Background: an optimization exercise with open tools, aiming at small area. Do not read the settings as production practice.
Only simulation tests tie the RTL to the original design; equivalence was not proved.
Power and IR drop assume default switching activity.

<file path="design/flow/config.mk">
export PLATFORM = sky130hd
export DESIGN_NAME = top
export DESIGN_NICKNAME = top
export VERILOG_FILES = /design/flow/design.v
export SDC_FILE = /design/flow/constraint.sdc
export NUM_CORES = 4
export LEC_CHECK = 0
export CAP_MARGIN = 20
export CORE_MARGIN = 2
export CORE_UTILIZATION = 60
export PLACE_DENSITY = 0.75
export SLEW_MARGIN = 20
</file>
<file path="design/flow/constraint.sdc">
create_clock -name core_clock -period 20.0 [get_ports {CLK}]
set_input_delay 4.0000 -clock core_clock [delete_from_list [all_inputs] [get_ports {CLK}]]
set_output_delay 4.0000 -clock core_clock [all_outputs]
set_load 0.01 [all_outputs]
</file>
<file path="design/flow/design.v">
module top (
    input CLK,
    input RST,
    input IRDA,
    output DS_EN1, DS_EN2, DS_EN3, DS_EN4,
    output DS_A, DS_B, DS_C, DS_D, DS_E, DS_F, DS_G,
    output TXD
);
reg [11:0] dl;
reg [1:0] dj;
wire [11:0] dv = dl ^ 12'haaa;                  
wire dl_z = ~|dv[10:0];
wire dl_end = dv[11] & dl_z;
always @(posedge CLK) begin
    if (RST)
        dl <= 12'haaa;
    else
        dl <= {~dl[10:0], dv[11] ^ dv[5] ^ dv[3] ^ dv[0] ^ dl_z};
    if (RST)
        dj <= 2'b00;
    else if (dl_end)
        dj <= {dj[0], ~dj[1]};
end
assign DS_EN4 = ~(dj == 2'b00);
assign DS_EN3 = ~(dj == 2'b01);
assign DS_EN2 = ~(dj == 2'b11);
assign DS_EN1 = ~(dj == 2'b10);
assign {DS_A, DS_B, DS_C, DS_D, DS_E, DS_F, DS_G} = 7'b1111110;
reg ir_in, pulse;
always @(posedge CLK)
    if (RST) begin
        ir_in <= 1'b0;
        pulse <= 1'b0;
    end else begin
        ir_in <= ~IRDA;
        pulse <= ir_in;
    end
wire ir_edge = ir_in ^ pulse;
reg [2:0] char_cnt;
wire load, adv;
reg [5:0]  cr;
reg [3:0]  cl;                  
reg [10:0] cu;                  
reg [3:0]  dl4;                 
wire cr_last = ~cr[5] & cr[4] & ~cr[1] & cr[0];
wire cr_25   = cr[4] & ~cr[3] & ~cr[1];
wire wrap = cr_25 &                                     
            cu[10] & cu[8] & cu[4] & cu[3] & cu[2] & cu[1] &
            cl[3] & cl[1] & cl[0];
wire cr_clr = RST | ir_edge | wrap | cr_last;
always @(posedge CLK)
    if (cr_clr)
        cr <= 6'b101010;
    else
        cr <= {~cr[4:0], cr[5] ^ cr[0]};
wire win = (char_cnt != 3'd0) & (~char_cnt[2] | (char_cnt[1:0] == 2'd0));
wire cl_clr = RST | ir_edge | wrap;
always @(posedge CLK)
    if (cl_clr)
        cl <= 4'd0;
    else if (cr_last)
        cl <= cl + 4'd1;
always @(posedge CLK)
    if (RST)
        cu <= 11'd0;
    else if (ir_edge) begin
        if (win | adv)
            cu <= 11'd0;
    end else if (wrap | (load & (char_cnt == 3'd4)))
        cu <= 11'd0;
    else if (cr_last & (&cl))
        cu <= cu + 11'd1;
always @(posedge CLK)
    if (ir_edge)
        dl4 <= cl;
reg [3:0] b;
reg [3:0] c;
reg [4:0] ch;
wire [6:0] data;
wire idle = ~b[3] & ~b[1] & b[0];
wire c_lo7 = c[2] & c[1] & c[0];
assign load = idle & c_lo7;                         
wire bit_end = c[3] & c[0];                       
wire start = idle & c[3];
wire msg = |char_cnt;
assign adv = load & msg;
wire [7:0] tx_bits = {1'b0, data};
assign TXD = b[3] ? tx_bits[b[2:0]] : ~b[1];
always @(posedge CLK) begin
    if (RST | bit_end | start)
        c[2:0] <= 3'd0;
    else
        c[2:0] <= c[2:0] + 3'd1;
    if (RST | bit_end | start)
        c[3] <= 1'b0;
    else
        c[3] <= c[3] | (c_lo7 & (~idle | msg));
end
always @(posedge CLK)
    if (RST)
        b <= 4'd1;
    else if (start)
        b <= 4'd7;
    else if (bit_end)
        b <= b + 4'd1;
always @(posedge CLK)
    if (RST)
        char_cnt <= 3'd0;
    else if (adv)
        char_cnt <= char_cnt + 3'd1;
    else if (ir_edge)
        char_cnt <= 3'd1;
wire [1:0] k = char_cnt[1:0];
wire [3:0] n = k == 2'd2 ? {1'b0, cu[10:8]} :
               k == 2'd3 ? cu[7:4] :
               k == 2'd0 ? cu[3:0] : dl4;
wire hex = char_cnt[2] ^ char_cnt[1];             
wire sign = ~char_cnt[2];                          
wire [4:0] nch = hex ? {1'b1, n} : {3'b000, sign, sign ? pulse : ~char_cnt[0]};
always @(posedge CLK)
    if (load)
        ch <= nch;
wire ch_hex = ch[4];
wire [3:0] cn = ch[3:0];
wire ge10 = cn[3] & (cn[2] | cn[1]);
wire ch_sign = ch[1];
wire ch_v = ch[0];
assign data[6] = ch_hex & ge10;
assign data[5] = ch_hex | ch_sign;
assign data[4] = ch_hex & ~ge10;
assign data[3] = ~ch_hex | (cn[3] & ~ge10);
assign data[2] = ch_hex ? cn[2] ^ (ge10 & ~cn[1] & ~cn[0]) : ch_v;
assign data[1] = ch_hex ? cn[1] ^ (ge10 & ~cn[0]) : ~ch_v;
assign data[0] = ch_hex ? cn[0] ^ ge10 : ch_sign | ch_v;
endmodule
</file>
<file path="design/flow/flow/run.sh">
#!/bin/bash
# Own layout flow: the standard ORFS flow with four changes.
#  1. Synthesis: ORFS's synth.tcl without the extract_fa pass, and ABC run
#     with an area-oriented script (flow/abc.script) instead of the speed one.
#     Registers are mapped before ABC exactly as in the standard synthesis.
#  2. CTS: TritonCTS with clkbuf_4 only and no dummy loads.
#  3. Port buffers are buf_1 (the smallest buffer) instead of the resizer's pick.
#  4. Tie cells are not split per load (SKIP_REPAIR_TIE_FANOUT=1).
# Every tool's output goes to a log file in this folder.
set -euo pipefail
W=$PWD
mkdir -p "$W/own"
sed -e '/^ *extract_fa /d' \
    -e 's|log_cmd abc {\*}\$abc_args|log_cmd abc {*}[lreplace $abc_args 1 1 $::env(OWN_ABC_SCRIPT)]|' \
    "$FLOW_HOME/scripts/synth.tcl" > "$W/own/synth_orfs.tcl"
grep -q 'OWN_ABC_SCRIPT' "$W/own/synth_orfs.tcl"
if grep -q '^ *extract_fa ' "$W/own/synth_orfs.tcl"; then exit 1; fi
export OWN_SYNTH_TCL="$W/own/synth_orfs.tcl"
export OWN_ABC_SCRIPT="$W/flow/abc.script"
make -C "$FLOW_HOME" DESIGN_CONFIG="$W/config.mk" WORK_HOME="$W/orfs" CLKGATE_MAP_FILE= \
    SYNTH_SCRIPT="$W/flow/synth.tcl" ABC_AREA=1 \
    SKIP_REPAIR_TIE_FANOUT=1 BUFFER_PORTS_ARGS="-buffer_cell sky130_fd_sc_hd__buf_1" \
    CTS_ARGS="-sink_clustering_enable -repair_clock_nets -buf_list sky130_fd_sc_hd__clkbuf_4 -dont_use_dummy_load" \
    finish > "$W/make.log" 2>&1
R="$W/orfs/results/$FLOW_PLATFORM/top/base"
: # left out here: write the final layout as DEF
</file>
<file path="design/flow/flow/abc.script">
strash
dc2
&get -n
&st
&dch -f
&nf -a -F 20 -A 20 -E 100 -R 100
&put
</file>
<file path="design/flow/flow/synth.tcl">
proc synth {args} { yosys synth -nofsm -noshare {*}$args }
source $::env(OWN_SYNTH_TCL)
# left out here: clear keep_hierarchy, flatten, clean up, hide names made inside functions, write 1_2_yosys.v
</file>
<file path="design/flow/standard.sh">
#!/bin/bash
# synth_recipe.tcl (not shown) runs the flow's synth.tcl, then flattens the netlist and writes it again
# the make line also repeats each setting of config.mk as NAME=value (left out here)
make -C /OpenROAD-flow-scripts/flow DESIGN_CONFIG=/design/flow/config.mk WORK_HOME=/design/flow/orfs CLKGATE_MAP_FILE= SYNTH_SCRIPT=/design/flow/synth_recipe.tcl "${@:-finish}"
</file>
==> impl_metrics.env <==
export IMPL_antenna_left=0
export IMPL_cts_tree="done"
export IMPL_grt_max_degree=27
export IMPL_critPathKind="flip-flop to output port"
export IMPL_critPathCaptureType="output port"
export IMPL_outcome="timing/DRC/antenna clean"
export IMPL_stdcell_count=307
export IMPL_hp_class="flip-flop to flip-flop"
export IMPL_cp_max_fo=6
export IMPL_hold_buffers=0
export IMPL_synth_simple_area_share_pct=24.9
export IMPL_min_period_ns=6.16
export IMPL_htree_levels=3
export IMPL_cpMaxStageDelayCell="edfxtp_1"
export IMPL_tightest_slew_ns=1.05
export IMPL_hold_viol_final=0
export IMPL_synth_area_um2=2340
export IMPL_synthesis_nets=252
export IMPL_reg2reg_slack_ns=16.21
export IMPL_fin_util_pct=66.0
export IMPL_routed_top_layer="met4"
export IMPL_fin_crit_sh_pct=30.8
export IMPL_fin_setup_tns_ns=0
export IMPL_synth_mux_area_share_pct=0.428
export IMPL_fp_dieH_um=66.4
export IMPL_grt_pass1_vias=1622
export IMPL_reg2reg_depth=13
export IMPL_yosysSeqAreaShare_pct=52.7
export IMPL_synthAdderAreaFrac_pct=0
export IMPL_wl_met3_um=149
export IMPL_ys_ff_latch=57
export IMPL_wl_met1_um=1860
export IMPL_drive_gt1_share_pct=4.25
export IMPL_relSlewSlack_pct=30.1
export IMPL_die_x_um=66.4
export IMPL_io_buffers=7
export IMPL_critPathMaxStageDelay_ns=0.46
export IMPL_cpLargestDelayFamily="compound AO/OA/AOI/OAI gates"
export IMPL_yosysMostFrequentCell="dfxtp_1"
export IMPL_die_area_um2=4410
export IMPL_clk_pin_slew_ns=0.09
export IMPL_post_synth_num_cell_types=37
export IMPL_synthTopCellsByCount="dfxtp_1, nor2_1, nand2_1"
export IMPL_drt_total_wl_um=4100
export IMPL_synth_top_family_by_area="simple AND/OR/NAND/NOR gates"
export IMPL_layout_nets=264
export IMPL_synth_edf_count=9
export IMPL_avgSynthCellArea_um2=9.39
export IMPL_synth_cells=249
export IMPL_synth_ff_type="dfxtp_1"
export IMPL_dpl_hpwl_um=2820
export IMPL_wl_met2_um=1940
export IMPL_diodes=0
export IMPL_antenna_found_initial=0
export IMPL_min_from="cr[2]$_SDFF_PP0_"
export IMPL_viasPerCell=5.79
export IMPL_drc=0
export IMPL_rsz0062_at_grt="no"
export IMPL_ctsLongestPathBuffers=2
export IMPL_worstSkewPairLatency_ns=0.39
export IMPL_num_rows=22
export IMPL_critPathBufInv=1
export IMPL_ios=15
export IMPL_cap_violations=0
export IMPL_synth_compound_gate_area_share_pct=13.8
export IMPL_post_cts_buffers=0
export IMPL_p_leak_nw=0.866
export IMPL_async_flop_share_pct=0
export IMPL_start_util_pct=62.9
export IMPL_post_place_cells=298
export IMPL_grt_pass1_wl_um=6900
export IMPL_finalMaxSlewViolations=0
export IMPL_drtIter0Drc=46
export IMPL_num_vias=1777
export IMPL_ys_warn_count=1
export IMPL_synth_xor_area_share_pct=5.25
export IMPL_design_core_area_um2=3720
export IMPL_syn_to_final_growth_pct=4.92
export IMPL_cts_sinks=57
export IMPL_cts_root_buf="clkbuf_4"
export IMPL_worstSetupStartpointType="flip-flop"
export IMPL_r2r_end="cu[10]$_SDFFE_PP0P_"
export IMPL_ir_worst_vdd_mv=0.0497
export IMPL_hold_depth=1
export IMPL_setup_violations=0
export IMPL_timing_fmax_mhz=162
export IMPL_grtUsageTotal_pct=21.4
export IMPL_synth_top_cell_area_share_pct=41.1
export IMPL_crit_arrival_ns=2.16
export IMPL_globalplace_congestion=0.833
export IMPL_cts_resized=0
export IMPL_wl_per_cell_um=13.4
export IMPL_fin_skew_ns=0.0220
export IMPL_grt_overflow=0
export IMPL_cts_made_buffers=9
export IMPL_power_density_nw_per_um2=76.2
export IMPL_synth_area_leaders="dfxtp_1, edfxtp_1, nor2_1"
export IMPL_dr_pass1_iters=4
export IMPL_hold_end="cr[3]$_SDFF_PP1_"
export IMPL_path_cells="o21ai_0 -> and2_0 -> nor3_1 -> a211oi_1 -> a211oi_1 -> o311ai_0 -> o21ai_0 -> buf_1"
export IMPL_reg2reg_from="c[0]$_SDFF_PP0_"
export IMPL_synth_top_area_cell="dfxtp_1"
export IMPL_power_uw=187
export IMPL_required_ns=16.00
==> how the worst max path moves through the flow <==
stage,start,to,slack [ns],cells past startpoint
after floorplan,ch[1]$_DFFE_PP_,TXD,14.42,7
after global placement,ch[1]$_DFFE_PP_,TXD,14.26,8
after detailed placement,ch[1]$_DFFE_PP_,TXD,14.24,8
after CTS,ch[1]$_DFFE_PP_,TXD,13.80,8
after global routing,ch[1]$_DFFE_PP_,TXD,13.56,8
final,ch[1]$_DFFE_PP_,TXD,13.84,8
==> final cells by class <==
type | count | area, um^2
fillers | 319 | 1260
flip-flops and latches | 57 | 1230
multi-input cells | 183 | 1050
clock buffers | 9 | 67.6
well taps | 48 | 60.1
repair buffers | 8 | 33.8
inverters | 2 | 7.51
==> layer usage <==
metal / up-vias / global-route usage (%)
li1: 904 / -
met1: 820 / 23.6
met2: 37 / 35.9
met3: 16 / 5.28
met4: 0 / 15.1
met5: - / 0
==> power by group <==
group          total, mW  internal (mW)  switching [mW]
Combinational     0.0109        0.00432         0.00653
Clock             0.0551         0.0209          0.0342
Sequential         0.121          0.119         0.00218
==> kinds of logic after synthesis <==
| kind of cell | Yosys count |
|---|---|
| compound gates | 51 |
| xor+xnor | 14 |
| buf+inv | 9 |
| flops | 57 |
| mux | 1 |
| other cells | 2 |
| simple gates | 115 |
==> placed cells by master, fill, tap and decap left out, drive strengths merged, types with 8 or more instances in the layout <==
cell | netlist | layout
edfxtp | 9 | 9
dfxtp | 48 | 48
nor3 | 13 | 13
clkbuf | 0 | 9
nor2 | 37 | 37
buf | 7 | 8
nand2b | 11 | 11
nand2 | 20 | 20
a21oi | 19 | 19
xnor2 | 8 | 8
==> flip-flops by register name (all words and copies together) (netlist names) <==
signal,flops
b,4
ch,5
c,4
dl4,4
cu,11
dj,2
dl,12
ir_in,1
cr,6
pulse,1
char_cnt,3
cl,4
==> worst register-to-register path: cells and delay by family (launching register included) <==
kind / cells / cell delay, ns
and+or+nand+nor: 11 / 2.88
xor gates and xnor gates: 1 / 0.13
AOI/OAI and AO/OA: 1 / 0.20
DFF: 1 / 0.46
==> metrics by stage <==
stage	hold WS, ns	setup WS, ns	instance area, um^2
after floorplan	0.343	14.42	2340
after global placement	0.347	14.26	2380
after detailed placement	0.358	14.24	2380
after CTS	0.376	13.80	2450
after global routing	0.386	13.56	2450
final	0.370	13.84	2450

==> what the ideal ports hide <==
The flow's constraints put no driver on any port. The routed layout listed below was extracted and timed again, unchanged, in two steps.
Step 1, drivers: a clkbuf_16 drives CLK and a buf_2 each remaining input, both assumed.
Step 2 times the ports against the registers' clock, not the clock port: input delays grow and output delays shrink by t, the midpoint of the rising clock arrivals with the driver on.
a / b / c = no drivers / after step 1 / after step 2; a / b = the first two.
t, ns: 0.400
setup slack, ns: 13.841 / 13.817 / 14.217
latest minus earliest clock arrival (ns): 0.022 / 0.022
pins driven straight from the clock port: 1
After both steps setup and hold are still met in this run. For this run, drivers alone change the setup slack by -0.024 ns; drivers and shift together by +0.376 ns.
